This design comes from an exercise in tuning for small area, a short achievable clock period and few clock cycles per item on the open sky130 flow, not from production work. Where RTL was checked, it was by simulation tests only, not by an equivalence proof against the original. Only the layout flow was run in runs 4 and 5; the RTL was not checked for function there.

`flow/constraint.sdc`:
```
create_clock -name core_clock -period 12.0 [get_ports {clk}]
set_input_delay 2.4000 -clock core_clock [delete_from_list [all_inputs] [get_ports {clk}]]
set_output_delay 2.4000 -clock core_clock [all_outputs]
set_load 0.01 [all_outputs]
```
`flow/run.sh`:
```
#!/bin/bash
# synth_recipe.tcl (not shown) runs the flow's synth.tcl, then flattens the netlist and writes it again
# the make line also repeats each setting of config.mk as NAME=value (left out here)
make -C /OpenROAD-flow-scripts/flow DESIGN_CONFIG=/design/flow/config.mk WORK_HOME=/design/flow/orfs CLKGATE_MAP_FILE= SYNTH_SCRIPT=/design/flow/synth_recipe.tcl finish
```
`flow/design.v`:
```
`timescale 1ns / 1ps
module MD5(
    input clk,
    input rst_n,
    input hash_en,
    input rst_en,
    input w_en,
    input [2:0] w_addr,
    input [63:0] w_data,
    input r_addr,
    output wire [63:0] r_data,
    output wire hash_rdy
);
    localparam [31:0] IV_A = 32'h67452301;
    localparam [31:0] IV_B = 32'hefcdab89;
    localparam [31:0] IV_C = 32'h98badcfe;
    localparam [31:0] IV_D = 32'h10325476;
    function [31:0] k;
        input [5:0] idx;
        begin
            case (idx)
                6'd0:  k = 32'hd76aa478; 6'd1:  k = 32'he8c7b756; 6'd2:  k = 32'h242070db; 6'd3:  k = 32'hc1bdceee;
                6'd4:  k = 32'hf57c0faf; 6'd5:  k = 32'h4787c62a; 6'd6:  k = 32'ha8304613; 6'd7:  k = 32'hfd469501;
                6'd8:  k = 32'h698098d8; 6'd9:  k = 32'h8b44f7af; 6'd10: k = 32'hffff5bb1; 6'd11: k = 32'h895cd7be;
                6'd12: k = 32'h6b901122; 6'd13: k = 32'hfd987193; 6'd14: k = 32'ha679438e; 6'd15: k = 32'h49b40821;
                6'd16: k = 32'hf61e2562; 6'd17: k = 32'hc040b340; 6'd18: k = 32'h265e5a51; 6'd19: k = 32'he9b6c7aa;
                6'd20: k = 32'hd62f105d; 6'd21: k = 32'h02441453; 6'd22: k = 32'hd8a1e681; 6'd23: k = 32'he7d3fbc8;
                6'd24: k = 32'h21e1cde6; 6'd25: k = 32'hc33707d6; 6'd26: k = 32'hf4d50d87; 6'd27: k = 32'h455a14ed;
                6'd28: k = 32'ha9e3e905; 6'd29: k = 32'hfcefa3f8; 6'd30: k = 32'h676f02d9; 6'd31: k = 32'h8d2a4c8a;
                6'd32: k = 32'hfffa3942; 6'd33: k = 32'h8771f681; 6'd34: k = 32'h6d9d6122; 6'd35: k = 32'hfde5380c;
                6'd36: k = 32'ha4beea44; 6'd37: k = 32'h4bdecfa9; 6'd38: k = 32'hf6bb4b60; 6'd39: k = 32'hbebfbc70;
                6'd40: k = 32'h289b7ec6; 6'd41: k = 32'heaa127fa; 6'd42: k = 32'hd4ef3085; 6'd43: k = 32'h04881d05;
                6'd44: k = 32'hd9d4d039; 6'd45: k = 32'he6db99e5; 6'd46: k = 32'h1fa27cf8; 6'd47: k = 32'hc4ac5665;
                6'd48: k = 32'hf4292244; 6'd49: k = 32'h432aff97; 6'd50: k = 32'hab9423a7; 6'd51: k = 32'hfc93a039;
                6'd52: k = 32'h655b59c3; 6'd53: k = 32'h8f0ccc92; 6'd54: k = 32'hffeff47d; 6'd55: k = 32'h85845dd1;
                6'd56: k = 32'h6fa87e4f; 6'd57: k = 32'hfe2ce6e0; 6'd58: k = 32'ha3014314; 6'd59: k = 32'h4e0811a1;
                6'd60: k = 32'hf7537e82; 6'd61: k = 32'hbd3af235; 6'd62: k = 32'h2ad7d2bb; default: k = 32'heb86d391;
            endcase
        end
    endfunction
    function [3:0] g;
        input [5:0] idx;
        begin
            case (idx[5:4])
                2'd0: g = idx[3:0];
                2'd1: g = 5 * idx[3:0] + 1;
                2'd2: g = 3 * idx[3:0] + 5;
                default: g = 7 * idx[3:0];
            endcase
        end
    endfunction
    function [31:0] fn;
        input [1:0] grp;
        input [31:0] b, c, d;
        begin
            case (grp)
                2'd0: fn = (b & c) | (~b & d);
                2'd1: fn = (b & d) | (c & ~d);
                2'd2: fn = b ^ c ^ d;
                default: fn = c ^ (b | ~d);
            endcase
        end
    endfunction
    function [31:0] rotl;
        input [31:0] x;
        input [4:0] n;
        begin
            rotl = (x << n) | (x >> (6'd32 - {1'b0, n}));
        end
    endfunction
    function [31:0] rot;
        input [3:0] sel;
        input [31:0] x;
        begin
            case (sel)
                4'd0:  rot = rotl(x, 5'd7);
                4'd1:  rot = rotl(x, 5'd12);
                4'd2:  rot = rotl(x, 5'd17);
                4'd3:  rot = rotl(x, 5'd22);
                4'd4:  rot = rotl(x, 5'd5);
                4'd5:  rot = rotl(x, 5'd9);
                4'd6:  rot = rotl(x, 5'd14);
                4'd7:  rot = rotl(x, 5'd20);
                4'd8:  rot = rotl(x, 5'd4);
                4'd9:  rot = rotl(x, 5'd11);
                4'd10: rot = rotl(x, 5'd16);
                4'd11: rot = rotl(x, 5'd23);
                4'd12: rot = rotl(x, 5'd6);
                4'd13: rot = rotl(x, 5'd10);
                4'd14: rot = rotl(x, 5'd15);
                default: rot = rotl(x, 5'd21);
            endcase
        end
    endfunction
    function [31:0] bswap;
        input [31:0] x;
        begin
            bswap = {x[7:0], x[15:8], x[23:16], x[31:24]};
        end
    endfunction
    reg busy;
    reg r61, r62, fin;        
    reg [3:0] fsel;           
    reg [15:0] rsel;          
    reg [5:0] rn;             
    reg [3:0] gn;             
    reg [31:0] B, C, D;
    reg [31:0] P;             
    reg [31:0] ha, hb, hc, hd;
    reg [63:0] slot [0:7];
    wire [31:0] Z1 = (r61 ? ha : r62 ? hd : hc) + B;
    wire [31:0] Z2 = hb + B;
    wire [31:0] f = ({32{fsel[0]}} & ((B & C) | (~B & D)))
                  | ({32{fsel[1]}} & ((B & D) | (C & ~D)))
                  | ({32{fsel[2]}} & (B ^ C ^ D))
                  | ({32{fsel[3]}} & (C ^ (B | ~D)));
    wire [31:0] t = f + P;
    reg [31:0] rt;
    integer j;
    always @(*) begin
        rt = 32'd0;
        for (j = 0; j < 16; j = j + 1)
            if (rsel[j])
                rt = rt | rot(j, t);
    end
    wire [31:0] Bn = (fin ? Z2 : B) + rt;
    wire byp = ~busy & w_en & (w_addr == 3'd0);
    wire [63:0] sl = slot[gn[3:1]];
    wire [31:0] w_raw = byp ? w_data[63:32] : (gn[0] ? sl[31:0] : sl[63:32]);
    wire [31:0] An = busy ? D : (rst_en ? IV_A : ha);
    wire [31:0] Pn = An + k(rn) + bswap(w_raw);
    wire [5:0] rn1 = rn + 6'd1;
    wire [3:0] gstep = (rn[5:4] == 2'd0) ? 4'd1 : (rn[5:4] == 2'd1) ? 4'd5 :
                       (rn[5:4] == 2'd2) ? 4'd3 : 4'd7;
    wire [3:0] gn1 = (rn[3:0] == 4'd15) ? g(rn1) : gn + gstep;
    always @(posedge clk) begin
        for (j = 0; j < 8; j = j + 1)
            if (~busy & w_en & (w_addr == j))
                slot[j] <= w_data;
        P <= Pn;
        if (busy) begin
            B <= Bn;
            C <= B;
            D <= C;
        end else begin
            B <= rst_en ? IV_B : hb;
            C <= rst_en ? IV_C : hc;
            D <= rst_en ? IV_D : hd;
        end
    end
    always @(posedge clk or negedge rst_n) begin
        if (~rst_n) begin
            busy <= 1'b0;
            r61 <= 1'b0;
            r62 <= 1'b0;
            fin <= 1'b0;
            fsel <= 4'b0001;
            rsel <= 16'd1;
            rn <= 6'd0;
            gn <= 4'd0;
            ha <= IV_A;
            hb <= IV_B;
            hc <= IV_C;
            hd <= IV_D;
        end else if (busy) begin
            r61 <= (rn == 6'd61);
            r62 <= (rn == 6'd62);
            fin <= (rn == 6'd63);
            fsel <= 4'b0001 << rn[5:4];
            rsel <= 16'd1 << {rn[5:4], rn[1:0]};
            rn <= rn1;
            gn <= gn1;
            if (r61)
                ha <= Z1;
            if (r62)
                hd <= Z1;
            if (fin) begin
                hc <= Z1;
                hb <= Bn;
                busy <= 1'b0;
                rn <= 6'd0;
                gn <= 4'd0;
            end
        end else if (hash_en) begin
            busy <= 1'b1;
            fsel <= 4'b0001;
            rsel <= 16'd1;
            rn <= 6'd1;
            gn <= 4'd1;
            if (rst_en) begin
                ha <= IV_A;
                hb <= IV_B;
                hc <= IV_C;
                hd <= IV_D;
            end
        end
    end
    assign hash_rdy = ~busy;
    assign r_data = r_addr ? {ha, hb} : {hc, hd};
endmodule
```
`flow/config.mk`:
```
export PLATFORM = sky130hd
export DESIGN_NAME = MD5
export DESIGN_NICKNAME = MD5
export VERILOG_FILES = /design/flow/design.v
export SDC_FILE = /design/flow/constraint.sdc
export NUM_CORES = 4
export LEC_CHECK = 0
export CAP_MARGIN = 20
export CORE_MARGIN = 2
export CORE_UTILIZATION = 40
export SETUP_SLACK_MARGIN = 5
export SLEW_MARGIN = 20
```
==> results of run 1 <==
[cell type report]
class	instances	share of cell area, %
clock inverters	42	0.786
flip-flops and latches	802	40.1
well taps	1536	3.49
multi-input cells	3384	44.8
repair buffers	332	5.60
inverters	94	0.714
clock buffers	122	4.43
[registers in the layout (all words and copies together) (netlist names)]
register,count
B,32
C,32
D,32
P,32
busy,1
fin,1
fsel,4
gn,4
ha,32
hb,32
hc,32
hd,32
r61,1
r62,1
rn,6
rsel,16
slot,512
[stage by stage]
step	std cells	hold WS, ns	worst slack (ns)	cell area (µm²)
after global placement	6073	0.464	3.59	50600
after detailed placement	6074	0.472	3.41	50600
after CTS	6283	0.486	5.01	54300
after floorplan	4646	0.454	5.00	47600
after global routing	6312	0.529	4.73	55100
final	6312	0.480	4.97	55100
[worst paths after layout]
check                      endpoint  slack (ns)  cells past startpoint
hold reg to reg             rsel[6]        0.48                      2
hold / removal              rsel[6]        0.48                      2
setup / recovery              B[31]        4.97                     32
max in group asynchronous     rn[3]        8.87                      2
setup reg to reg              B[31]        4.97                     32
min in group asynchronous    hc[25]        1.66                      1
[worst min-delay path, cell delays in order (launching register included)]
cell and delay [ns]:
dfrtp_1 0.34, nand2_1 0.04, o21ai_0 0.06
[placed cells by master, fill, tap and decap left out, types with 26 or more instances in the layout]
cell type and instances:
edfxtp_1 512, nand2_1 428, a21oi_1 368, nor2_1 268
o21ai_0 250, buf_4 174, xnor2_1 160, ha_1 160
a22o_1 138, clkdlybuf4s50_1 134, a22oi_1 133, dfxtp_1 128
nand3_1 117, mux2_2 105, mux2i_1 94, a221oi_1 90
clkbuf_16 90, inv_1 84, dfrtp_1 84, nor3_1 75
a21o_1 67, dfstp_2 65, o22a_1 56, a31oi_1 55
a222oi_1 50, o211ai_1 42, a221o_1 41, fa_1 40
xor2_1 38, nor3b_1 35, nand4_1 34, nand2b_1 34
o221ai_1 34, o21a_1 31, a211oi_1 28, o22ai_1 26
[cell families after synthesis]
| group | after synthesis | synth area share, % |
|---|---|---|
| AOI/OAI and AO/OA | 1612 | 23.4 |
| xor gates and xnor gates | 212 | 3.90 |
| adders and majority gates | 230 | 6.71 |
| and+or+nand+nor | 1110 | 10.5 |
| muxes | 216 | 5.27 |
| DFF | 802 | 46.4 |
| buffers and inverters | 464 | 3.83 |
[layer usage]
metal  routed length, µm  part of all wire (%)  vias to the layer above  global-route usage, %
li1                    -                     -                    17900                      -
met1               75600                    42                    20100                   40.0
met2               81400                    45                     2126                   45.0
met3               15700                   8.7                      374                   4.70
met4                8280                   4.6                        8                   12.0
met5                  57                 0.031                        -                      0
[what timing repair did]
| action | in CTS | in global routing |
|---|---|---|
| setup buffers | 38 | 26 |
| resized for setup | 91 | 110 |
| cloned | 7 | 3 |
| hold endpoints to repair | 0 | 0 |
| setup endpoints to repair | 60 | 39 |
| pin swaps | 28 | 46 |
==> reports/metrics.yaml, run 1 <==
status:
  status: "timing/DRC/antenna clean"
route:
  firstDrtPassIters: 12
  avgRoutedWirePerCell_um: 28.7
  route.detailed.drc: 0
  vias: 40500
  drtIter0Drc: 5405
  final_antenna_net_count: 0
  vias_per_cell: 6.41
  routed_wl_mm: 181
timing:
  hold_viol: 0
  final.setup_skew_ns: 0.0745
  worst_pin_slew_ns: 1.16
  min_period_ns: 7.03
  slew_headroom_pct: 22.2
  setup_violations: 0
  rsz0062_at_grt: "yes"
  max_freq_mhz: 142
  setup-tns-final_ns: 0
  final_max_slew_viol_count: 0
  finalCritPeriodShare_pct: 58.6
cts:
  ctsHoldBuffers: 0
  cts_max_level: 3
  clkSinkCount: 802
  clock_latency_ns: 0.71
  clk_path_buf_depth: 3
  cts-root-buf: "clkbuf_16"
  numCtsBuffers: 88
  cts_tree: "built"
  clk_pin_slew_worst_paths_ns: 0.06
job:
  cap_viol_max_count: 0
setup_path:
  cp.required_ns: 12.60
  cp-start-kind: "register"
  crit_family: "compound AO/OA/AOI/OAI gates"
  endpoint_kind: "register"
  cp_slowest_stage_delay_ns: 0.43
  crit_arrival_ns: 7.63
  critical_path_class: "reg -> reg"
  slowest_stage: "ha_2"
  crit_buf_inv: 6
  reg2reg_from: "fsel[1]"
  startpoint: "fsel[1]"
  path_max_fanout: 17
finish:
  n_fill_cell: 10900
  antenna_cells: 0
  final_util_pct: 46.6
  area_growth_pct: 15.7
  nets: 5005
  ff_latch_area_um2: 22100
  layout-drive-gt1-share_pct: 14.6
  multi_input_area_um2: 24700
synth:
  async_flop_share_pct: 20.2
  synth_area_um2: 47600
  ys_seq_elements: 802
  yosys.area.top_type: "edfxtp_1"
  synthFlopType: "edfxtp_1"
  synth_warnings: 2
  synthesis.area_per_instance_um2: 10.2
  postSynthCellCount: 4646
  synth_commonest_cells: "512 x edfxtp_1, 431 x nand2_1, 392 x a21oi_1"
  synth.area.top_cells: "edfxtp_1 32%, dfxtp_1 5.4%, dfrtp_1 5.0%"
  synth_edf_count: 512
  synth_seq_area_share_pct: 46.4
  syn_nets: 4949
  ys_types: 79
  yosys.area.top_type_share_pct: 32.3
  yosysMostFrequentCell: "edfxtp_1"
floorplanning:
  rows: 126
  num_io_pins: 138
  die_h_um: 349
  die-area_um2: 122000
  die_w_um: 349
  initial_core_util_pct: 40.3
  core_area_um2: 118000
global_routing:
  antenna_found_initial: 11
  grt_pass1_wl_mm: 265
  grt_pass1_vias: 38200
  grt_remaining_overflow: 0
  grt_max_degree: 97
  grtUsageTotal_pct: 28.9
placed_design:
  place_congestion: 0.979
  port_buffers: 137
  dpl.hpwl_mm: 120
hold_path:
  min-delay-start: "rsel[6]"
  hold_class: "reg -> reg"
Testbench counts, summed over its fixed seeds: cycles 27,648, blocks 384.
==> run 2, diff against run 1 <==
--- a/flow/config.mk
+++ b/flow/config.mk
@@ -7,2 +7,3 @@
 export LEC_CHECK = 0
+export ABC_AREA = 1
 export CAP_MARGIN = 20
==> run 2 against run 1 <==
- still clean
- non-clock buffer count fell by 108
- register-to-register slack improved by 0.36 ns
- first-iteration DRC count decreased by 0.57%
- via count is 10% higher
- synthesized cell count up 22%
- design area decreased by 1.6%
- count of clock-buffer cells in the layout decreased by 7
- fmax up 1.2%
- global-route usage increased by 1.5 points
- critical path depth shrank 27
- critical path type is now in -> out
==> reports/metrics.yaml, run 2 <==
status:
  status: "timing/DRC/antenna clean"
global_routing:
  grt_pass1_wl_mm: 279
  grt_remaining_overflow: 0
  antenna_found_initial: 9
  grtUsageTotal_pct: 30.4
  grt_max_degree: 69
  grt_pass1_vias: 41500
synth:
  synth_seq_area_share_pct: 45.8
  syn_nets: 5989
  synthFlopType: "edfxtp_1"
  synth_commonest_cells: "1056 x nand2_1, 613 x inv_1, 512 x edfxtp_1"
  synth_edf_count: 512
  ys_types: 74
  yosysMostFrequentCell: "nand2_1"
  postSynthCellCount: 5686
  yosys.area.top_type_share_pct: 31.9
  synthesis.area_per_instance_um2: 8.48
  synth_warnings: 2
  ys_seq_elements: 802
  async_flop_share_pct: 20.2
  yosys.area.top_type: "edfxtp_1"
  synth.area.top_cells: "edfxtp_1 32%, nand2_1 8.2%, dfxtp_1 5.3%"
  synth_area_um2: 48200
floorplanning:
  core_area_um2: 120000
  die_w_um: 351
  die_h_um: 351
  die-area_um2: 123000
  initial_core_util_pct: 40.3
  rows: 127
  num_io_pins: 138
route:
  vias_per_cell: 6.02
  route.detailed.drc: 0
  final_antenna_net_count: 0
  drtIter0Drc: 5374
  firstDrtPassIters: 7
  vias: 44600
  routed_wl_mm: 191
  avgRoutedWirePerCell_um: 25.8
placed_design:
  place_congestion: 0.978
  dpl-instance-area_um2: 51200
  dpl.hpwl_mm: 134
  dp_cells: 7242
  port_buffers: 137
setup_path:
  rrSetupSlack_ns: 5.33
  path_cells: "buf_4 > buf_8 > nor2_1 > a21oi_1 > clkdlybuf4s50_1"
  critical_path_class: "in -> out"
  cp_slowest_stage_delay_ns: 0.65
  crit_buf_inv: 3
  crit_family: "buffers and inverters"
  cp-start-kind: "input port"
  crit_arrival_ns: 4.55
  path_max_fanout: 66
  slowest_stage: "clkdlybuf4s50_1"
  cp.required_ns: 9.60
  endpoint_kind: "output pin"
finish:
  final_common_cell: "nand2_1"
  final_util_pct: 45.2
  n_fill_cell: 11800
  nets: 6022
  regMostFlops: "slot"
  layout-drive-gt1-share_pct: 7.03
  area_growth_pct: 12.3
  multi_input_area_um2: 22700
  ff_latch_area_um2: 22100
  final_cell_mix: "1050 x nand2_1, 610 x inv_1, 512 x edfxtp_1"
  fin_cells: 7406
  largest_reg_flops: 512
  final_cell_area_um2: 54200
timing:
  slew_headroom_pct: 26.1
  rsz0062_at_grt: "yes"
  finalCritPeriodShare_pct: 57.9
  min_period_ns: 6.95
  setup_violations: 0
  worst_pin_slew_ns: 1.11
  final.setup_skew_ns: 0.0495
  max_freq_mhz: 144
  final_max_slew_viol_count: 0
  hold_slack_ns: 0.506
  hold_viol: 0
  setup-tns-final_ns: 0
cts:
  cts-root-buf: "clkbuf_16"
  clkSinkCount: 802
  ctsHoldBuffers: 0
  cts_setup_buffers: 0
  cts_max_level: 3
  cts_resized: 1
  clk_pin_slew_worst_paths_ns: 0.05
  cts_tree: "built"
  numCtsBuffers: 87
  clk_path_buf_depth: 3
  clock_latency_ns: 0.70
hold_path:
  hold_class: "reg -> reg"
job:
  cap_viol_max_count: 0
run 2: cell types whose count changed after synthesis, moves of 103 or more:
| cell | change |
|---|---|
| nor2_1 | +156 |
| xnor2_1 | -125 |
| nand3_1 | +111 |
| o21ai_0 | +220 |
| inv_1 | +525 |
| nand2_1 | +625 |
| o22ai_1 | +197 |
| clkbuf_1 | -103 |
| mux2_2 | -105 |
run 2: kinds of logic after synthesis:
kind of cell | after synthesis | share of synthesized area (%)
and+or+nand+nor | 1935 | 16.8
AOI/OAI and AO/OA | 1706 | 21.9
buffers and inverters | 925 | 7.41
DFF | 802 | 45.8
adders and majority gates | 230 | 6.62
xor gates and xnor gates | 88 | 1.60
run 2: layer usage:
metal  track usage (%)  share of wire (%)  up-vias
li1                  -                  -    20200
met1              42.8                 43    21600
met2              46.2                 44     2326
met3              5.78                9.3      438
met4              11.5                4.3       12
met5                 0              0.041        -
run 2: cell type report:
cell class	count	area share [%]
inverters	645	4.48
clock buffers	115	4.36
multi-input cells	3959	41.9
clock inverters	48	0.968
diodes	1	0.00462
well taps	1612	3.72
repair buffers	224	3.78
flip-flops and latches	802	40.8
run 2: path summary, 6_finish.rpt:
path                         from         end  cells past startpoint
min in group asynchronous   rst_n      hb[14]                      1
setup / recovery           r_addr  r_data[63]                      5
hold / removal              hd[1]       hd[1]                      2
setup reg to reg             B[9]      hb[28]                     30
max in group asynchronous   rst_n        busy                      2
hold reg to reg             hd[1]       hd[1]                      2
run 2: worst reg2reg max path: cells and delay by family (launching register included):
kind                       cells  cell delay [ns]
and+or+nand+nor               16             2.55
buffers and inverters          1             0.04
DFF                            1             0.65
adders and majority gates      3             1.18
AOI/OAI and AO/OA             10             2.20
run 2: stage by stage:
step / worst slack, ns
CTS: 5.06
global placement: 4.76
global route: 4.95
detailed placement: 4.69
finish: 5.05
floorplan: 5.26
==> run 3, diff against run 2 <==
==> flow/flow/run.sh (new file) <==
#!/bin/bash
# The standard layout (standard.sh, unchanged synthesis and steps), with a
# larger setup margin for the resizer's timing repair so that it keeps
# working below the 12 ns clock. The SDC and everything else are the standard flow's.
set -euo pipefail
MARGIN=6.5
sed "s/SETUP_SLACK_MARGIN=[0-9.]*/SETUP_SLACK_MARGIN=${MARGIN}/" standard.sh > standard_margin.sh
bash standard_margin.sh > standard.log 2>&1
==> flow/standard.sh (new file) <==
#!/bin/bash
# synth_recipe.tcl (not shown) runs the flow's synth.tcl, then flattens the netlist and writes it again
# the make line also repeats each setting of config.mk as NAME=value (left out here)
make -C /OpenROAD-flow-scripts/flow DESIGN_CONFIG=/design/flow/config.mk WORK_HOME=/design/flow/orfs CLKGATE_MAP_FILE= SYNTH_SCRIPT=/design/flow/synth_recipe.tcl "${@:-finish}"
removed: flow/run.sh
==> run 3 against run 2 <==
- via count is 5.3% higher
- synthesized area stayed put
- final cell count is 3.6% higher
- clock skew is 0.012 ns lower
- utilization is 5.1 points higher
- critical endpoint is now r_data[40]
==> reports/metrics.yaml, run 3 <==
status:
  status: "timing/DRC/antenna clean"
route:
  vias_per_cell: 6.12
  drtIter0Drc: 6352
  final_antenna_net_count: 0
  route.detailed.drc: 0
  avgRoutedWirePerCell_um: 26.8
  firstDrtPassIters: 9
  vias: 46900
  routed_wl_mm: 206
timing:
  slew_headroom_pct: 25.1
  min_period_ns: 5.67
  fin_ws_ns: 6.33
  final.setup_skew_ns: 0.0372
  rsz0062_at_grt: "yes"
  max_freq_mhz: 176
  setup_violations: 0
  final_max_slew_viol_count: 0
  finalCritPeriodShare_pct: 47.3
  hold_viol: 0
  hold_slack_ns: 0.510
  setup-tns-final_ns: 0
  worst_pin_slew_ns: 1.12
synth:
  synth_commonest_cells: "1056 x nand2_1, 613 x inv_1, 512 x edfxtp_1"
  postSynthCellCount: 5686
  synth.area.top_cells: "edfxtp_1 32%, nand2_1 8.2%, dfxtp_1 5.3%"
  synthesis.area_per_instance_um2: 8.48
  synth_area_um2: 48200
  ys_types: 74
  yosys.area.top_type_share_pct: 31.9
  syn_nets: 5989
  synthFlopType: "edfxtp_1"
  yosysMostFrequentCell: "nand2_1"
  synth_seq_area_share_pct: 45.8
  yosys.area.top_type: "edfxtp_1"
  ys_seq_elements: 802
  synth_edf_count: 512
  synth_warnings: 2
  async_flop_share_pct: 20.2
cts:
  ctsHoldBuffers: 0
  clk_pin_slew_worst_paths_ns: 0.06
  cts_max_level: 3
  clkSinkCount: 802
  cts-root-buf: "clkbuf_16"
  cts_tree: "built"
  clk_path_buf_depth: 3
  clock_latency_ns: 0.70
  numCtsBuffers: 88
placed_design:
  port_buffers: 137
  place_ws_ns: 4.63
  dp_cells: 7236
  dpl.hpwl_mm: 134
  place_congestion: 1.04
global_routing:
  grt_pass1_wl_mm: 292
  grt_max_degree: 76
  grt_pass1_vias: 43100
  grt_remaining_overflow: 0
  grtUsageTotal_pct: 31.9
  antenna_found_initial: 8
setup_path:
  critical_path_class: "in -> out"
  path_max_fanout: 5
  reg2reg_from: "fsel[1]"
  startpoint: "r_addr"
  endpoint_kind: "output pin"
  r2r_end: "hb[21]"
  cp.required_ns: 9.60
  rrSetupSlack_ns: 6.47
  crit_arrival_ns: 3.27
  rr_worst_depth: 36
  cp-start-kind: "input port"
hold_path:
  min-delay-start: "hd[6]"
  min_path_cells: 2
  hold_class: "reg -> reg"
  holdPathEnd: "hd[6]"
floorplanning:
  num_io_pins: 138
  initial_core_util_pct: 40.3
  die-area_um2: 123000
  rows: 127
  core_area_um2: 120000
  die_h_um: 351
  die_w_um: 351
finish:
  area_growth_pct: 24.9
  largest_reg_flops: 512
  final_common_cell: "nand2_1"
  final_util_pct: 50.3
  fin_cells: 7674
  regMostFlops: "slot"
  layout-drive-gt1-share_pct: 19.9
  nets: 6290
  final_cell_mix: "963 x nand2_1, 580 x inv_1, 512 x edfxtp_1"
job:
  cap_viol_max_count: 0
[run 3: cell count changes in the layout (fill, tap and decap cells not counted), moves of 55 or more]
cell             previous run  this run
a21oi_1                   398       343
buf_4                      85       252
buf_6                       2        61
clkdlybuf4s50_1           135        66
nand2_1                  1050       963
o21ai_0                   488       388
[run 3: cell families (layout without fill, tap and decap cells)]
| family | count (synthesis) | count (layout) | synth area share, % |
|---|---|---|---|
| flops | 802 | 802 | 45.8 |
| fa+ha+maj | 230 | 230 | 6.62 |
| simple gates | 1935 | 1941 | 16.8 |
| buf+inv | 925 | 1293 | 7.41 |
| compound gates | 1706 | 1706 | 21.9 |
| other cells | 0 | 2 | 0 |
| xor+xnor | 88 | 88 | 1.60 |
[run 3: worst max path at each step]
stage | end | cells after the start
floorplan | P[24] | 20
global placement | P[29] | 19
detailed placement | P[26] | 21
CTS | r_data[3] | 6
global route | r_data[3] | 6
finish | r_data[40] | 6
[run 3: stage by stage]
stage                     area (µm²)
after floorplan                48500
after global placement         51400
after detailed placement       51400
after CTS                      57200
after global routing           60200
final                          60300
[run 3: area by class of cell]
type | count | area (µm²)
clock inverter | 55 | 761
timing repair buffer | 483 | 4870
sequential | 802 | 22100
clock buffer | 108 | 2380
tap | 1612 | 2020
inverter | 645 | 2510
multi-input combinational | 3965 | 25600
timing repair inverter | 2 | 27.5
antenna | 2 | 5.00
fill | 11100 | 59600
[run 3: metal layers]
metal / vias up / routed length [µm] / GRT usage [%]
met1: 22600 / 82300 / 43.7
met2: 2939 / 87500 / 47.7
met3: 652 / 23700 / 7.50
li1: 20800 / - / -
met5: - / 37 / 0
met4: 6 / 12400 / 15.0
[run 3: timing repair]
item / in CTS / in global routing
buffers inserted: 83 / 156
gates resized for setup: 649 / 455
pin swaps: 69 / 181
gates cloned: 23 / 11
endpoints found under the setup margin: 148 / 112
[run 3: worst max-delay path: stages]
cell and delay, ns:
buf_16 0.12, buf_16 0.13, buf_12 0.13, buf_12 0.13
o21ai_4 0.21, buf_6 0.13
==> run 4, diff against run 3 <==
--- a/flow/design.v
+++ b/flow/design.v
@@ -70,26 +70,2 @@
     endfunction
-    function [31:0] rot;
-        input [3:0] sel;
-        input [31:0] x;
-        begin
-            case (sel)
-                4'd0:  rot = rotl(x, 5'd7);
-                4'd1:  rot = rotl(x, 5'd12);
-                4'd2:  rot = rotl(x, 5'd17);
-                4'd3:  rot = rotl(x, 5'd22);
-                4'd4:  rot = rotl(x, 5'd5);
-                4'd5:  rot = rotl(x, 5'd9);
-                4'd6:  rot = rotl(x, 5'd14);
-                4'd7:  rot = rotl(x, 5'd20);
-                4'd8:  rot = rotl(x, 5'd4);
-                4'd9:  rot = rotl(x, 5'd11);
-                4'd10: rot = rotl(x, 5'd16);
-                4'd11: rot = rotl(x, 5'd23);
-                4'd12: rot = rotl(x, 5'd6);
-                4'd13: rot = rotl(x, 5'd10);
-                4'd14: rot = rotl(x, 5'd15);
-                default: rot = rotl(x, 5'd21);
-            endcase
-        end
-    endfunction
     function [31:0] bswap;
@@ -100,8 +76,35 @@
     endfunction
+    localparam [7:0] TT_F = 8'hca;
+    localparam [7:0] TT_G = 8'he4;
+    localparam [7:0] TT_H = 8'h96;
+    localparam [7:0] TT_I = 8'h39;
+    function [7:0] rsel_of;             
+        input [5:0] idx;
+        begin
+            case ({idx[5:4], idx[1:0]})
+                4'd0:  rsel_of = {4'b0001, 4'b1000};    
+                4'd1:  rsel_of = {4'b0010, 4'b1000};    
+                4'd2:  rsel_of = {4'b0100, 4'b1000};    
+                4'd3:  rsel_of = {4'b1000, 4'b0100};    
+                4'd4:  rsel_of = {4'b0001, 4'b0010};    
+                4'd5:  rsel_of = {4'b0010, 4'b0001};    
+                4'd6:  rsel_of = {4'b0100, 4'b0001};    
+                4'd7:  rsel_of = {4'b1000, 4'b0001};    
+                4'd8:  rsel_of = {4'b0001, 4'b0001};    
+                4'd9:  rsel_of = {4'b0010, 4'b0100};    
+                4'd10: rsel_of = {4'b0100, 4'b0100};    
+                4'd11: rsel_of = {4'b1000, 4'b1000};    
+                4'd12: rsel_of = {4'b0001, 4'b0100};    
+                4'd13: rsel_of = {4'b0010, 4'b0010};    
+                4'd14: rsel_of = {4'b0100, 4'b0010};    
+                default: rsel_of = {4'b1000, 4'b0010};  
+            endcase
+        end
+    endfunction
     reg busy;
     reg r61, r62, fin;        
-    reg [3:0] fsel;           
-    reg [15:0] rsel;          
+    reg [7:0] tt;             
+    reg [3:0] rfine, rcoarse;
     reg [5:0] rn;             
-    reg [3:0] gn;             
+    reg [15:0] gn;            
     reg [31:0] B, C, D;
@@ -112,19 +115,21 @@
     wire [31:0] Z2 = hb + B;
-    wire [31:0] f = ({32{fsel[0]}} & ((B & C) | (~B & D)))
-                  | ({32{fsel[1]}} & ((B & D) | (C & ~D)))
-                  | ({32{fsel[2]}} & (B ^ C ^ D))
-                  | ({32{fsel[3]}} & (C ^ (B | ~D)));
+    reg [31:0] f;
+    integer j;
+    always @(*)
+        for (j = 0; j < 32; j = j + 1)
+            f[j] = tt[{B[j], C[j], D[j]}];
     wire [31:0] t = f + P;
-    reg [31:0] rt;
-    integer j;
-    always @(*) begin
-        rt = 32'd0;
-        for (j = 0; j < 16; j = j + 1)
-            if (rsel[j])
-                rt = rt | rot(j, t);
-    end
+    wire [31:0] r1 = ({32{rfine[0]}} & rotl(t, 5'd4)) | ({32{rfine[1]}} & rotl(t, 5'd5))
+                   | ({32{rfine[2]}} & rotl(t, 5'd6)) | ({32{rfine[3]}} & rotl(t, 5'd7));
+    wire [31:0] rt = ({32{rcoarse[0]}} & r1) | ({32{rcoarse[1]}} & rotl(r1, 5'd5))
+                   | ({32{rcoarse[2]}} & rotl(r1, 5'd10)) | ({32{rcoarse[3]}} & rotl(r1, 5'd16));
     wire [31:0] Bn = (fin ? Z2 : B) + rt;
     wire byp = ~busy & w_en & (w_addr == 3'd0);
-    wire [63:0] sl = slot[gn[3:1]];
-    wire [31:0] w_raw = byp ? w_data[63:32] : (gn[0] ? sl[31:0] : sl[63:32]);
+    reg [31:0] wsel;
+    always @(*) begin
+        wsel = 32'd0;
+        for (j = 0; j < 8; j = j + 1)
+            wsel = wsel | ({32{gn[2*j]}} & slot[j][63:32]) | ({32{gn[2*j+1]}} & slot[j][31:0]);
+    end
+    wire [31:0] w_raw = byp ? w_data[63:32] : wsel;
     wire [31:0] An = busy ? D : (rst_en ? IV_A : ha);
@@ -132,5 +137,13 @@
     wire [5:0] rn1 = rn + 6'd1;
-    wire [3:0] gstep = (rn[5:4] == 2'd0) ? 4'd1 : (rn[5:4] == 2'd1) ? 4'd5 :
-                       (rn[5:4] == 2'd2) ? 4'd3 : 4'd7;
-    wire [3:0] gn1 = (rn[3:0] == 4'd15) ? g(rn1) : gn + gstep;
+    reg [15:0] gn1;
+    always @(*) begin
+        if (rn[3:0] == 4'd15)
+            gn1 = (rn[5:4] == 2'd0) ? 16'h0002 : (rn[5:4] == 2'd1) ? 16'h0020 : 16'h0001;
+        else case (rn[5:4])
+            2'd0: gn1 = {gn[14:0], gn[15]};
+            2'd1: gn1 = {gn[10:0], gn[15:11]};
+            2'd2: gn1 = {gn[12:0], gn[15:13]};
+            default: gn1 = {gn[8:0], gn[15:9]};
+        endcase
+    end
     always @(posedge clk) begin
@@ -156,6 +169,6 @@
             fin <= 1'b0;
-            fsel <= 4'b0001;
-            rsel <= 16'd1;
+            tt <= TT_F;
+            {rcoarse, rfine} <= rsel_of(6'd0);
             rn <= 6'd0;
-            gn <= 4'd0;
+            gn <= 16'h0001;
             ha <= IV_A;
@@ -168,4 +181,9 @@
             fin <= (rn == 6'd63);
-            fsel <= 4'b0001 << rn[5:4];
-            rsel <= 16'd1 << {rn[5:4], rn[1:0]};
+            case (rn[5:4])
+                2'd0: tt <= TT_F;
+                2'd1: tt <= TT_G;
+                2'd2: tt <= TT_H;
+                default: tt <= TT_I;
+            endcase
+            {rcoarse, rfine} <= rsel_of(rn);
             rn <= rn1;
@@ -181,3 +199,3 @@
                 rn <= 6'd0;
-                gn <= 4'd0;
+                gn <= 16'h0001;
             end
@@ -185,6 +203,6 @@
             busy <= 1'b1;
-            fsel <= 4'b0001;
-            rsel <= 16'd1;
+            tt <= TT_F;
+            {rcoarse, rfine} <= rsel_of(6'd0);
             rn <= 6'd1;
-            gn <= 4'd1;
+            gn <= 16'h0002;
             if (rst_en) begin
--- a/flow/flow/run.sh
+++ b/flow/flow/run.sh
@@ -5,3 +5,3 @@
 set -euo pipefail
-MARGIN=6.5
+MARGIN=6.3
 sed "s/SETUP_SLACK_MARGIN=[0-9.]*/SETUP_SLACK_MARGIN=${MARGIN}/" standard.sh > standard_margin.sh
==> run 4 against run 3 <==
- still clean
- hold slack got worse by 0.0014 ns
- setup slack got worse by 0.30 ns
- fmax decreased by 5.0%
==> reports/metrics.yaml, run 4 <==
status:
  status: "timing/DRC/antenna clean"
timing:
  final.setup_skew_ns: 0.0505
  slew_headroom_pct: 21.8
  min_period_ns: 5.97
  fin_ws_ns: 6.03
  final_max_slew_viol_count: 0
  hold_viol: 0
  max_freq_mhz: 167
  rsz0062_at_grt: "yes"
  worst_pin_slew_ns: 1.17
  setup_violations: 0
  finalCritPeriodShare_pct: 49.8
  setup-tns-final_ns: 0
synth:
  yosysMostFrequentCell: "nand2_1"
  async_flop_share_pct: 21.0
  synthesis.area_per_instance_um2: 8.61
  synth_area_um2: 46600
  ys_seq_elements: 810
  yosys.area.top_type_share_pct: 33.0
  synth_warnings: 2
  syn_nets: 5713
  synth_commonest_cells: "1116 x nand2_1, 535 x inv_1, 534 x o21ai_0"
  ys_types: 73
  synth_seq_area_share_pct: 47.8
  yosys.area.top_type: "edfxtp_1"
  synth.area.top_cells: "edfxtp_1 33%, nand2_1 9.0%, o21ai_0 5.7%"
  synthFlopType: "edfxtp_1"
  synth_edf_count: 512
  postSynthCellCount: 5413
cts:
  clk_pin_slew_worst_paths_ns: 0.07
  clkSinkCount: 810
  numCtsBuffers: 87
  cts_max_level: 3
  clk_path_buf_depth: 3
  cts_tree: "built"
  cts-root-buf: "clkbuf_16"
  clock_latency_ns: 0.70
finish:
  layout-drive-gt1-share_pct: 17.7
  area_growth_pct: 22.4
  largest_reg_flops: 512
  regMostFlops: "slot"
  final_common_cell: "nand2_1"
  final_cell_mix: "1027 x nand2_1, 512 x edfxtp_1, 508 x inv_1"
  final_util_pct: 49.2
  nets: 5923
  fin_cells: 7219
global_routing:
  grt_remaining_overflow: 0
  grt_pass1_vias: 40200
  grt_pass1_wl_mm: 273
  grtUsageTotal_pct: 30.4
  grt_max_degree: 107
  antenna_found_initial: 6
setup_path:
  cp-start-kind: "register"
  critical_path_class: "reg -> reg"
  crit_family: "compound AO/OA/AOI/OAI gates"
  slowest_stage: "dfstp_4"
  crit_arrival_ns: 6.60
  reg2reg_from: "tt[6]"
  cp_slowest_stage_delay_ns: 0.73
  path_max_fanout: 5
  endpoint_kind: "register"
  startpoint: "tt[6]"
  cp.required_ns: 12.63
  crit_buf_inv: 8
  path_common_cell: "nand2_2"
floorplanning:
  core_area_um2: 116000
  rows: 125
  initial_core_util_pct: 40.2
  die_w_um: 345
  die_h_um: 345
  die-area_um2: 119000
  num_io_pins: 138
route:
  drtIter0Drc: 5285
  final_antenna_net_count: 0
  vias_per_cell: 5.99
  avgRoutedWirePerCell_um: 26.2
  firstDrtPassIters: 9
  route.detailed.drc: 0
  vias: 43200
  routed_wl_mm: 189
job:
  cap_viol_max_count: 0
placed_design:
  dp_cells: 6892
  place_congestion: 0.984
  dpl.hpwl_mm: 129
  port_buffers: 137
  place_ws_ns: 4.37
hold_path:
  min-delay-start: "hd[21]"
  hold_class: "reg -> reg"
-- run 4: changes by cell type after synthesis, sizes merged, moves of 37 or more --
cell,delta
a21oi,+97
a22oi,-62
nand2,+52
nand4,+41
nand3,-37
inv,-82
nor2,-76
a31oi,+42
o22ai,-88
nor3,-50
o21ai,+42
o211ai,-52
-- run 4: worst reg2reg max path: cells and delay by family (launching register included) --
family / cells / cell delay [ns]
and+or+nand+nor: 12 / 1.15
buffers and inverters: 8 / 0.81
DFF: 1 / 0.73
AOI/OAI and AO/OA: 16 / 2.46
adders and majority gates: 3 / 0.78
-- run 4: kinds of logic after synthesis --
kind of cell / Yosys count / share of synthesized area, %
compound gates: 1622 / 20.6
xor+xnor: 89 / 1.71
fa+ha+maj: 227 / 6.74
buf+inv: 822 / 6.67
flops: 810 / 47.8
simple gates: 1843 / 16.5
-- run 4: cell type report --
cell class / count / area (µm²)
Timing Repair Buffer: 380 / 3830
Tap cell: 1524 / 1910
Antenna cell: 1 / 2.50
Fill cell: 10800 / 58900
Clock buffer: 106 / 2290
Clock inverter: 54 / 541
Sequential cell: 810 / 22300
Inverter: 562 / 2180
Multi-Input combinational cell: 3781 / 23900
Timing Repair inverter: 1 / 11.3
-- run 4: metal layers --
metal	GRT usage (%)	vias to the layer above	routed length [µm]
met1	41.8	21000	78000
met2	47.3	2312	84200
li1	-	19500	-
met3	5.21	466	17500
met4	13.3	8	9520
met5	0	-	54
-- run 4: through the flow --
step | cell area [µm²] | hold slack (ns)
2_1_floorplan | 46600 | 0.463
3_3_place_gp | 49600 | 0.489
3_5_place_dp | 49600 | 0.498
4_1_cts | 54900 | 0.507
5_1_grt | 57000 | 0.522
6_report | 57000 | 0.508
-- run 4: what timing repair did --
action	CTS	global route
hold buffers	0	0
gates cloned	9	4
pin swaps	88	189
resized for setup	424	416
setup endpoints to repair	146	88
buffers inserted	71	82
-- run 4: final timing paths --
path / to / slack [ns] / depth (start not counted)
max: hb[22] / 6.03 / 39
min reg2reg: hd[21] / 0.51 / 2
min: hd[21] / 0.51 / 2
min in group asynchronous: hd[29] / 1.71 / 1
max reg2reg: hb[22] / 6.03 / 39
max in group asynchronous: ha[6] / 8.88 / 2
==> run 5, diff against run 4 <==
--- a/flow/design.v
+++ b/flow/design.v
@@ -70,2 +70,23 @@
     endfunction
+    function [31:0] add_bk;
+        input [31:0] a, b;
+        reg [31:0] p, G, P;
+        integer l, i;
+        begin
+            p = a ^ b;
+            G = a & b;
+            P = p;
+            for (l = 0; l < 5; l = l + 1)
+                for (i = (2 << l) - 1; i < 32; i = i + (2 << l)) begin
+                    G[i] = G[i] | (P[i] & G[i - (1 << l)]);
+                    P[i] = P[i] & P[i - (1 << l)];
+                end
+            for (l = 3; l >= 0; l = l - 1)
+                for (i = (3 << l) - 1; i < 32; i = i + (2 << l)) begin
+                    G[i] = G[i] | (P[i] & G[i - (1 << l)]);
+                    P[i] = P[i] & P[i - (1 << l)];
+                end
+            add_bk = p ^ {G[30:0], 1'b0};
+        end
+    endfunction
     function [31:0] bswap;
@@ -105,3 +126,3 @@
     reg r61, r62, fin;        
-    reg [7:0] tt;             
+    reg [31:0] fr;            
     reg [3:0] rfine, rcoarse;
@@ -112,11 +133,11 @@
     reg [31:0] ha, hb, hc, hd;
+    reg iv;                   
     reg [63:0] slot [0:7];
-    wire [31:0] Z1 = (r61 ? ha : r62 ? hd : hc) + B;
-    wire [31:0] Z2 = hb + B;
-    reg [31:0] f;
-    integer j;
-    always @(*)
-        for (j = 0; j < 32; j = j + 1)
-            f[j] = tt[{B[j], C[j], D[j]}];
-    wire [31:0] t = f + P;
+    wire [31:0] Ha = iv ? IV_A : ha;
+    wire [31:0] Hb = iv ? IV_B : hb;
+    wire [31:0] Hc = iv ? IV_C : hc;
+    wire [31:0] Hd = iv ? IV_D : hd;
+    wire [31:0] Z1 = add_bk(r61 ? Ha : r62 ? Hd : Hc, B);
+    wire [31:0] Z2 = Hb + B;
+    wire [31:0] t = fr + P;
     wire [31:0] r1 = ({32{rfine[0]}} & rotl(t, 5'd4)) | ({32{rfine[1]}} & rotl(t, 5'd5))
@@ -126,2 +147,16 @@
     wire [31:0] Bn = (fin ? Z2 : B) + rt;
+    wire [7:0] ttn = (rn[5:4] == 2'd0) ? TT_F : (rn[5:4] == 2'd1) ? TT_G :
+                     (rn[5:4] == 2'd2) ? TT_H : TT_I;
+    reg [31:0] x1, x0;
+    integer j;
+    always @(*)
+        for (j = 0; j < 32; j = j + 1) begin
+            x1[j] = ttn[{1'b1, B[j], C[j]}];
+            x0[j] = ttn[{1'b0, B[j], C[j]}];
+        end
+    wire [31:0] fn_busy = (Bn & x1) | (~Bn & x0);
+    wire [31:0] B0 = rst_en ? IV_B : Hb;
+    wire [31:0] C0 = rst_en ? IV_C : Hc;
+    wire [31:0] D0 = rst_en ? IV_D : Hd;
+    wire [31:0] fn_start = (B0 & C0) | (~B0 & D0);
     wire byp = ~busy & w_en & (w_addr == 3'd0);
@@ -134,4 +169,8 @@
     wire [31:0] w_raw = byp ? w_data[63:32] : wsel;
-    wire [31:0] An = busy ? D : (rst_en ? IV_A : ha);
-    wire [31:0] Pn = An + k(rn) + bswap(w_raw);
+    wire [31:0] An = busy ? D : (rst_en ? IV_A : Ha);
+    wire [31:0] Kn = k(rn);
+    wire [31:0] Wn = bswap(w_raw);
+    wire [31:0] Ps = An ^ Kn ^ Wn;
+    wire [31:0] Pc = (An & Kn) | (An & Wn) | (Kn & Wn);
+    wire [31:0] Pn = add_bk(Ps, {Pc[30:0], 1'b0});
     wire [5:0] rn1 = rn + 6'd1;
@@ -153,2 +192,3 @@
         P <= Pn;
+        fr <= busy ? fn_busy : fn_start;
         if (busy) begin
@@ -158,5 +198,15 @@
         end else begin
-            B <= rst_en ? IV_B : hb;
-            C <= rst_en ? IV_C : hc;
-            D <= rst_en ? IV_D : hd;
+            B <= B0;
+            C <= C0;
+            D <= D0;
+        end
+    end
+    always @(posedge clk) begin
+        if (r61)
+            ha <= Z1;
+        if (r62)
+            hd <= Z1;
+        if (fin) begin
+            hc <= Z1;
+            hb <= Bn;
         end
@@ -166,2 +216,3 @@
             busy <= 1'b0;
+            iv <= 1'b1;
             r61 <= 1'b0;
@@ -169,3 +220,2 @@
             fin <= 1'b0;
-            tt <= TT_F;
             {rcoarse, rfine} <= rsel_of(6'd0);
@@ -173,6 +223,2 @@
             gn <= 16'h0001;
-            ha <= IV_A;
-            hb <= IV_B;
-            hc <= IV_C;
-            hd <= IV_D;
         end else if (busy) begin
@@ -181,8 +227,2 @@
             fin <= (rn == 6'd63);
-            case (rn[5:4])
-                2'd0: tt <= TT_F;
-                2'd1: tt <= TT_G;
-                2'd2: tt <= TT_H;
-                default: tt <= TT_I;
-            endcase
             {rcoarse, rfine} <= rsel_of(rn);
@@ -190,10 +230,5 @@
             gn <= gn1;
-            if (r61)
-                ha <= Z1;
-            if (r62)
-                hd <= Z1;
             if (fin) begin
-                hc <= Z1;
-                hb <= Bn;
                 busy <= 1'b0;
+                iv <= 1'b0;
                 rn <= 6'd0;
@@ -203,3 +238,2 @@
             busy <= 1'b1;
-            tt <= TT_F;
             {rcoarse, rfine} <= rsel_of(6'd0);
@@ -207,8 +241,4 @@
             gn <= 16'h0002;
-            if (rst_en) begin
-                ha <= IV_A;
-                hb <= IV_B;
-                hc <= IV_C;
-                hd <= IV_D;
-            end
+            if (rst_en)
+                iv <= 1'b1;
         end
@@ -216,3 +246,3 @@
     assign hash_rdy = ~busy;
-    assign r_data = r_addr ? {ha, hb} : {hc, hd};
+    assign r_data = r_addr ? {Ha, Hb} : {Hc, Hd};
 endmodule
==> run 5 against run 4 <==
- flip-flop and latch count is 25 higher
- synthesized cell count is 3.9% lower
- via count is 4.8% lower
- clock skew is 0.018 ns lower
- sequential share of layout area is 3.2 points higher
- critical path depth is 22 lower
- final cell count is 4.2% lower
- fmax is 1.1% lower
- utilization is 1.7 points lower
- wire length is 3.3% lower
- largest cell class is now sequential cells
==> reports/metrics.yaml, run 5 <==
status:
  status: "timing/DRC/antenna clean"
setup_path:
  reg2reg_from: "rn[1]"
  critical_path_class: "in -> reg"
  endpoint_kind: "register"
  rr_worst_depth: 23
  path_max_fanout: 38
  rrSetupSlack_ns: 6.03
  slowest_stage: "buf_4"
  cp-start-kind: "input port"
  r2r_end: "P[31]"
  path_cells: "clkdlybuf4s50_1 > buf_12 > nor2_4 > buf_12 > buf_4 > inv_8 > buf_4 > o21ai_0 > fa_1 > ha_1 > a21oi_1 > nand2_2 > fa_2 > xor2_2 > xor2_1 > xor2_1 > inv_1"
  cp.required_ns: 12.56
  cp_slowest_stage_delay_ns: 0.52
  crit_arrival_ns: 6.60
finish:
  regMostFlops: "slot"
  nets: 5639
  layout-drive-gt1-share_pct: 12.2
  final_util_pct: 47.5
  final_cell_mix: "1098 x nand2_1, 640 x edfxtp_1, 503 x inv_1"
  final_common_cell: "nand2_1"
  area_growth_pct: 18.1
  largest_reg_flops: 512
hold_path:
  hold_class: "reg -> reg"
  holdPathEnd: "fr[27]"
  min_path_cells: 1
  min-delay-start: "hb[27]"
global_routing:
  antenna_found_initial: 7
  grtUsageTotal_pct: 29.7
  grt_remaining_overflow: 0
  grt_max_degree: 84
  grt_pass1_vias: 37800
  grt_pass1_wl_mm: 265
floorplanning:
  die-area_um2: 120000
  die_h_um: 346
  rows: 125
  initial_core_util_pct: 40.3
  core_area_um2: 116000
  die_w_um: 346
  num_io_pins: 138
synth:
  synthesis.area_per_instance_um2: 8.98
  postSynthCellCount: 5201
  syn_nets: 5516
  yosysMostFrequentCell: "nand2_1"
  ys_types: 66
  yosys.area.top_type: "edfxtp_1"
  synth-compound-area-share_pct: 17.0
  synth_warnings: 2
  synthMuxAreaShare_pct: 0
  synth_area_um2: 46700
  synth_seq_area_share_pct: 49.9
  synth_adder_area_share_pct: 7.53
  synth.area.top_cells: "edfxtp_1 41%, nand2_1 9.0%, dfxtp_1 6.9%"
  yosys.area.top_type_share_pct: 41.1
  synth_top_family_by_area: "simple AND/OR/NAND/NOR gates"
  ys_seq_elements: 835
  synth_edf_count: 640
  synth_commonest_cells: "1114 x nand2_1, 640 x edfxtp_1, 514 x inv_1"
  async_flop_share_pct: 4.19
  yosys.area_share.xor_xnor_pct: 1.87
  synthFlopType: "edfxtp_1"
  synth-simple-area-share_pct: 17.3
timing:
  min_period_ns: 6.04
  slew_headroom_pct: 24.1
  setup_violations: 0
  finalCritPeriodShare_pct: 50.3
  final.setup_skew_ns: 0.0330
  final_max_slew_viol_count: 0
  rsz0062_at_grt: "yes"
  hold_viol: 0
  max_freq_mhz: 166
  worst_pin_slew_ns: 1.14
  setup-tns-final_ns: 0
  fin_ws_ns: 5.96
cts:
  cts_max_level: 3
  clock_latency_ns: 0.68
  numCtsBuffers: 90
  clkSinkCount: 835
  cts-root-buf: "clkbuf_16"
  cts_tree: "built"
  clk_pin_slew_worst_paths_ns: 0.06
  ctsHoldBuffers: 0
  clk_path_buf_depth: 3
route:
  vias_per_cell: 5.95
  avgRoutedWirePerCell_um: 26.5
  drtIter0Drc: 5399
  firstDrtPassIters: 6
  routed_wl_mm: 183
  final_antenna_net_count: 0
  route.detailed.drc: 0
  vias: 41200
placed_design:
  place_congestion: 0.980
  dpl.hpwl_mm: 127
  port_buffers: 137
  place_ws_ns: 4.05
job:
  cap_viol_max_count: 0
run 5: through the flow:
stage                     hold WS (ns)  std cells  instance area [µm²]
after floorplan                  0.461       5201                46900
after detailed placement         0.521       6678                49800
after CTS                        0.532       6873                54200
after global placement           0.490       6678                49800
after global routing             0.542       6914                55200
final                            0.543       6915                55200
run 5: layer usage:
layer / track usage (%) / part of all wire, %
met1: 41.6 / 41
met2: 45.7 / 44
met5: 0 / 0.015
met4: 10.5 / 4.0
met3: 5.93 / 11
run 5: logic make-up (layout without fill, tap and decap cells):
kind of cell	after synthesis	count (layout)
and+or+nand+nor	1928	1928
AOI/OAI and AO/OA	1299	1299
other	0	1
adders and majority gates	242	242
xor gates and xnor gates	100	100
buffers and inverters	797	986
DFF	835	835
run 5: timing repair:
action,in CTS,in global routing
pin swaps,55,29
hold endpoints to repair,0,0
endpoints found under the setup margin,190,99
cloned,14,4
resized for setup,475,121
setup buffers,23,37
run 5: area by class of cell:
cell class	count	area, µm²
multi-input cells	3569	21900
inverters	538	2060
repair buffers	288	3070
flip-flops and latches	835	23400
diodes	1	2.50
repair inverters	2	17.5
clock inverters	29	265
fillers	11100	60900
clock buffers	129	2550
well taps	1524	1910
run 5: how the worst max path moves through the flow:
stage,start,endpoint,depth (start not counted)
floorplan,w_en,P[31],29
global placement,w_en,P[31],27
detailed placement,w_en,P[31],27
CTS,w_en,P[31],32
global route,w_en,P[31],32
finish,rst_en,P[31],17
run 5: critical path: cells and delay by family:
family,cells,cell delay (ns)
compound gates,2,0.67
xor+xnor,3,0.51
fa+ha+maj,3,1.20
buf+inv,7,1.63
simple gates,2,0.12
==> run 6, diff against run 5 <==
--- a/flow/design.v
+++ b/flow/design.v
@@ -174,3 +174,3 @@
     wire [31:0] Pc = (An & Kn) | (An & Wn) | (Kn & Wn);
-    wire [31:0] Pn = add_bk(Ps, {Pc[30:0], 1'b0});
+    wire [31:0] Pn = Ps + {Pc[30:0], 1'b0};
     wire [5:0] rn1 = rn + 6'd1;
==> run 6 against run 5 <==
- highest routed layer unchanged
- via count grew 1.6%
- design area shrank 0.67%
- die area grew 0.19%
- fmax grew 5.0%
- non-clock buffer count shrank 4
- critical path depth shrank 11
- still clean
- count of clock-buffer cells in the layout shrank 15
- wire length grew 2.6%
==> reports/metrics.yaml, run 6 <==
synth:
  yosys.area.top_type: "edfxtp_1"
  synth_commonest_cells: "1125 x nand2_1, 640 x edfxtp_1, 520 x inv_1"
  synth.area.top_cells: "edfxtp_1 41%, nand2_1 9.0%, dfxtp_1 6.8%"
  yosysMostFrequentCell: "nand2_1"
  synth_area_um2: 46800
  ys_seq_elements: 835
  synth_warnings: 2
  synth_edf_count: 640
  syn_nets: 5552
  yosys.area.top_type_share_pct: 41.1
  synth_seq_area_share_pct: 49.8
  ys_types: 65
  synthesis.area_per_instance_um2: 8.92
  async_flop_share_pct: 4.19
  postSynthCellCount: 5245
  synthFlopType: "edfxtp_1"
route:
  final_antenna_net_count: 0
  firstDrtPassIters: 9
  vias_per_cell: 6.01
  routed_wl_mm: 188
  avgRoutedWirePerCell_um: 26.9
  route.detailed.drc: 0
  vias: 41800
  drtIter0Drc: 5857
setup_path:
  rr_worst_depth: 19
  cp-start-kind: "input port"
  path_max_fanout: 6
  endpoint_kind: "output pin"
  cp.required_ns: 9.60
  crit_arrival_ns: 3.35
  rrSetupSlack_ns: 6.51
  reg2reg_from: "rn[1]"
  r2r_end: "P[28]"
  critical_path_class: "in -> out"
global_routing:
  grtUsageTotal_pct: 30.2
  antenna_found_initial: 7
  grt_remaining_overflow: 0
  grt_pass1_wl_mm: 268
  grt_max_degree: 109
  grt_pass1_vias: 38700
finish:
  area_growth_pct: 17.1
  final_util_pct: 47.2
  layout-drive-gt1-share_pct: 10.8
  ff_latch_area_um2: 23300
  final_cell_mix: "1115 x nand2_1, 640 x edfxtp_1, 508 x inv_1"
  final_common_cell: "nand2_1"
  largest_reg_flops: 512
  final_cell_area_um2: 54800
  multi_input_area_um2: 21700
  nets: 5673
  regMostFlops: "slot"
  n_fill_cell: 11100
hold_path:
  hold_class: "reg -> reg"
  min-delay-start: "hd[22]"
  min_path_cells: 2
  holdPathEnd: "fr[22]"
placed_design:
  port_buffers: 137
  dpl.hpwl_mm: 128
  dpl-instance-area_um2: 50000
  place_ws_ns: 4.58
  place_congestion: 1.02
cts:
  clock_latency_ns: 0.71
  clkSinkCount: 835
  clk_path_buf_depth: 3
  numCtsBuffers: 90
  cts-root-buf: "clkbuf_16"
  ctsHoldBuffers: 0
  clk_pin_slew_worst_paths_ns: 0.07
  cts_max_level: 3
  cts_tree: "built"
floorplanning:
  initial_core_util_pct: 40.3
  die-area_um2: 120000
  core_area_um2: 116000
  die_w_um: 346
  rows: 125
  die_h_um: 346
  num_io_pins: 138
timing:
  setup-tns-final_ns: 0
  setup_violations: 0
  rsz0062_at_grt: "yes"
  hold_viol: 0
  final_max_slew_viol_count: 0
  final.setup_skew_ns: 0.0603
  slew_headroom_pct: 18.7
  finalCritPeriodShare_pct: 47.9
  worst_pin_slew_ns: 1.21
  max_freq_mhz: 174
  fin_ws_ns: 6.25
  min_period_ns: 5.75
job:
  cap_viol_max_count: 0
status:
  status: "timing/DRC/antenna clean"
==> run 6: what timing repair did <==
item	in CTS	in global routing
hold endpoints to repair	0	0
resized for setup	251	180
pin swaps	17	30
buffers inserted	30	27
setup endpoints to repair	159	103
gates cloned	10	5
==> run 6: cell families (layout without fill, tap and decap cells) <==
kind of cell,Yosys count,in the layout,synth area share [%]
buffers and inverters,793,986,6.37
flip-flops,835,835,49.8
adder cells (fa/ha/maj),234,234,7.07
AO/OA/AOI/OAI,1360,1360,17.6
AND/OR/NAND/NOR,1907,1908,16.9
other,0,3,0
XOR/XNOR,116,116,2.19
==> run 6: layout make-up <==
class | instances | area share, %
antenna | 3 | 0.0137
timing repair buffer | 284 | 5.23
timing repair inverter | 1 | 0.0137
multi-input combinational | 3618 | 39.6
clock inverter | 51 | 0.945
tap | 1524 | 3.48
clock buffer | 114 | 4.44
inverter | 536 | 3.72
sequential | 835 | 42.6
==> run 6: per-stage QoR <==
| stage | cells | hold WS (ns) |
|---|---|---|
| after floorplan | 5245 | 0.460 |
| after global placement | 6725 | 0.488 |
| after global routing | 6963 | 0.552 |
| after CTS | 6930 | 0.500 |
| after detailed placement | 6725 | 0.487 |
| final | 6966 | 0.502 |
==> run 6: worst max-delay path: stages <==
cell	delay [ns]
buf_16	0.14
buf_8	0.14
clkbuf_16	0.16
nand2_1	0.10
o21ai_4	0.09
dlygate4sd2_1	0.31
==> run 6: layer usage <==
metal / wire [µm] / global-route usage (%) / vias to the layer above
li1: - / - / 18700
met1: 76000 / 41.3 / 20100
met2: 81300 / 45.6 / 2601
met3: 19900 / 6.18 / 494
met4: 10300 / 14.7 / 8
met5: 55 / 0 / -
==> run 6: worst max-delay path by stage <==
stage | from | to | slack [ns] | depth (start not counted)
3_5_place_dp | w_en | P[28] | 4.58 | 21
5_1_grt | r_addr | r_data[12] | 6.24 | 6
3_3_place_gp | w_en | P[28] | 4.70 | 21
2_1_floorplan | w_en | P[25] | 5.35 | 23
4_1_cts | r_addr | r_data[13] | 6.04 | 6
6_report | r_addr | r_data[12] | 6.25 | 6
Testbench counts of run 6, summed over its fixed seeds: cycles 27,648, blocks 384.
==> run 7, diff against run 6 <==
--- a/flow/config.mk
+++ b/flow/config.mk
@@ -10,3 +10,3 @@
 export CORE_MARGIN = 2
-export CORE_UTILIZATION = 40
+export CORE_UTILIZATION = 55
 export SETUP_SLACK_MARGIN = 5
==> run 7 against run 6 <==
- first-iteration DRC count fell by 14%
- still clean
- critical endpoint is now r_data[45]
- synthesized cell count did not move
- wire length fell by 5.1%
- utilization rose by 17 points
- critical path type unchanged
- sequential share of layout area rose by 0.76 points
- register-to-register slack got worse by 0.07 ns
- synthesized area did not move
- non-clock buffer count fell by 6
- design area fell by 1.7%
- die area fell by 27%
==> reports/metrics.yaml, run 7 <==
status:
  status: "timing/DRC/antenna clean"
timing:
  max_freq_mhz: 173
  slew_headroom_pct: 24.1
  min_period_ns: 5.79
  setup-tns-final_ns: 0
  rsz0062_at_grt: "yes"
  finalCritPeriodShare_pct: 48.2
  final_max_slew_viol_count: 0
  fin_ws_ns: 6.21
  worst_pin_slew_ns: 1.13
  setup_violations: 0
  final.setup_skew_ns: 0.0294
  hold_viol: 0
cts:
  cts-root-buf: "clkbuf_16"
  clkSinkCount: 835
  clk_pin_slew_worst_paths_ns: 0.06
  ctsHoldBuffers: 0
  cts_max_level: 3
  cts_tree: "built"
  clk_path_buf_depth: 3
  clock_latency_ns: 0.68
  numCtsBuffers: 87
synth:
  synth_seq_area_share_pct: 49.8
  synth_edf_count: 640
  ys_types: 65
  yosysMostFrequentCell: "nand2_1"
  ys_seq_elements: 835
  async_flop_share_pct: 4.19
  synth_area_um2: 46800
  postSynthCellCount: 5245
  syn_nets: 5552
  yosys.area.top_type: "edfxtp_1"
  synthFlopType: "edfxtp_1"
  synth_commonest_cells: "1125 x nand2_1, 640 x edfxtp_1, 520 x inv_1"
  synth_warnings: 2
  synth.area.top_cells: "edfxtp_1 41%, nand2_1 9.0%, dfxtp_1 6.8%"
  synthesis.area_per_instance_um2: 8.92
  yosys.area.top_type_share_pct: 41.1
route:
  route.detailed.drc: 0
  vias_per_cell: 6.34
  final_antenna_net_count: 0
  firstDrtPassIters: 8
  vias: 41600
  drtIter0Drc: 5040
  avgRoutedWirePerCell_um: 27.1
  routed_wl_mm: 178
setup_path:
  endpoint_kind: "output pin"
  cp.required_ns: 9.60
  critical_path_class: "in -> out"
  path_max_fanout: 25
  cp-start-kind: "input port"
  reg2reg_from: "fr[0]"
  r2r_end: "fr[14]"
  rrSetupSlack_ns: 6.44
  crit_arrival_ns: 3.39
  rr_worst_depth: 29
global_routing:
  grt_max_degree: 102
  grt_pass1_vias: 38700
  antenna_found_initial: 3
  grtUsageTotal_pct: 39.8
  grt_remaining_overflow: 0
  grt_pass1_wl_mm: 256
finish:
  largest_reg_flops: 512
  area_growth_pct: 15.0
  regMostFlops: "slot"
  layout-drive-gt1-share_pct: 10.6
  final_common_cell: "nand2_1"
  final_cell_mix: "1115 x nand2_1, 640 x edfxtp_1, 509 x inv_1"
  nets: 5663
  n_fill_cell: 7033
floorplanning:
  initial_core_util_pct: 55.7
  die_h_um: 296
  core_area_um2: 84000
  num_io_pins: 138
  die_w_um: 296
  die-area_um2: 87400
  rows: 106
placed_design:
  place_congestion: 1.00
  place_ws_ns: 4.55
  port_buffers: 137
  dpl.hpwl_mm: 120
hold_path:
  min-delay-start: "hc[6]"
  hold_class: "reg -> reg"
  min_path_cells: 2
  holdPathEnd: "fr[6]"
job:
  cap_viol_max_count: 0
==> run 7: cell counts after synthesis <==
No cell type changed its count.
==> run 7: final cells by class <==
class                   instances  area, µm²  area share (%)
diodes                          4       10.0          0.0186
clock buffers                 119       2370            4.40
clock inverters                43        445           0.827
inverters                     536       2050            3.81
multi-input cells            3617      21400            39.8
flip-flops and latches        835      23300            43.4
well taps                    1134       1420            2.64
repair buffers                278       2750            5.10
repair inverters                1       5.00         0.00930
==> run 7: timing repair <==
item / in CTS / in global routing
setup endpoints to repair: 142 / 106
gates cloned: 7 / 7
setup buffers: 34 / 17
gates resized for setup: 277 / 183
pin swaps: 19 / 29
==> run 7: cells by family (layout without fill, tap and decap cells) <==
logic type	after synthesis	after routing	synth area share (%)
buffers and inverters	793	977	6.37
adder cells (fa/ha/maj)	234	234	7.07
AO/OA/AOI/OAI	1360	1360	17.6
other	0	4	0
AND/OR/NAND/NOR	1907	1907	16.9
flip-flops	835	835	49.8
XOR/XNOR	116	116	2.19
==> run 7: worst max path at each step <==
stage                       from    endpoint  slack, ns  cells after the start
after floorplan             w_en       P[25]       5.35                     23
after global placement      w_en       P[24]       4.61                     24
after detailed placement    w_en       P[24]       4.55                     24
after CTS                 r_addr  r_data[47]       6.04                      3
after global routing      r_addr  r_data[13]       6.20                      6
final                     r_addr  r_data[45]       6.21                      6
==> run 7: metal layers <==
| layer | GRT usage, % | vias up | share of wire (%) |
|---|---|---|---|
| li1 | - | 18600 | - |
| met1 | 52.9 | 19900 | 39 |
| met2 | 61.0 | 2543 | 44 |
| met3 | 8.69 | 538 | 11 |
| met4 | 21.7 | 4 | 6.3 |
| met5 | 0 | - | 0.015 |
==> run 7: stage by stage <==
step | instances | utilization, % | instance area [µm²] | hold slack [ns]
after floorplan | 5245 | - | 47100 | 0.460
after global placement | 6334 | 59.0 | 49500 | 0.515
after detailed placement | 6336 | 59.0 | 49600 | 0.522
after CTS | 6539 | 63.4 | 53300 | 0.539
after global routing | 6563 | 64.1 | 53800 | 0.564
final | 6567 | 64.1 | 53800 | 0.537
==> run 7: worst max-delay path, cell delays in order <==
cell and delay (ns):
buf_16 0.15, clkinvlp_4 0.12, buf_12 0.18, nand2_1 0.13, o21ai_4 0.08, dlygate4sd2_1 0.31

==> static timing again, ports no longer ideal <==
Ports are ideal in the flow. The routed layouts listed here were re-timed in OpenROAD. Step 1, drivers: a clkbuf_16 drives clk and a buf_2 each remaining input, both assumed. Step 2 also shifts input and output timing later by t, the mid clock arrival at the registers, as if the neighbouring blocks saw the same clock. a / b / c = no drivers / after step 1 / after step 2; a / b = the first two.
run	shift t [ns]	slack for setup (ns)	worst register clock-pin slew, ns
run 1	0.754	4.973 / 4.973 / 4.575	0.07 / 0.07
run 2	0.744	5.053 / 5.028 / 4.481	0.07 / 0.07
run 3	0.758	6.327 / 6.066 / 5.938	0.07 / 0.07
run 4	0.757	6.026 / 6.026 / 5.683	0.07 / 0.07
run 5	0.732	5.960 / 5.871 / 5.260	0.07 / 0.07
run 6	0.760	6.246 / 5.937 / 5.695	0.07 / 0.07
run 7	0.738	6.215 / 6.080 / 5.758	0.06 / 0.06
After both steps every run listed still meets setup and hold. The setup slack of run 5, which loses most, moves by -0.089 ns with the drivers and by -0.700 ns with both steps.
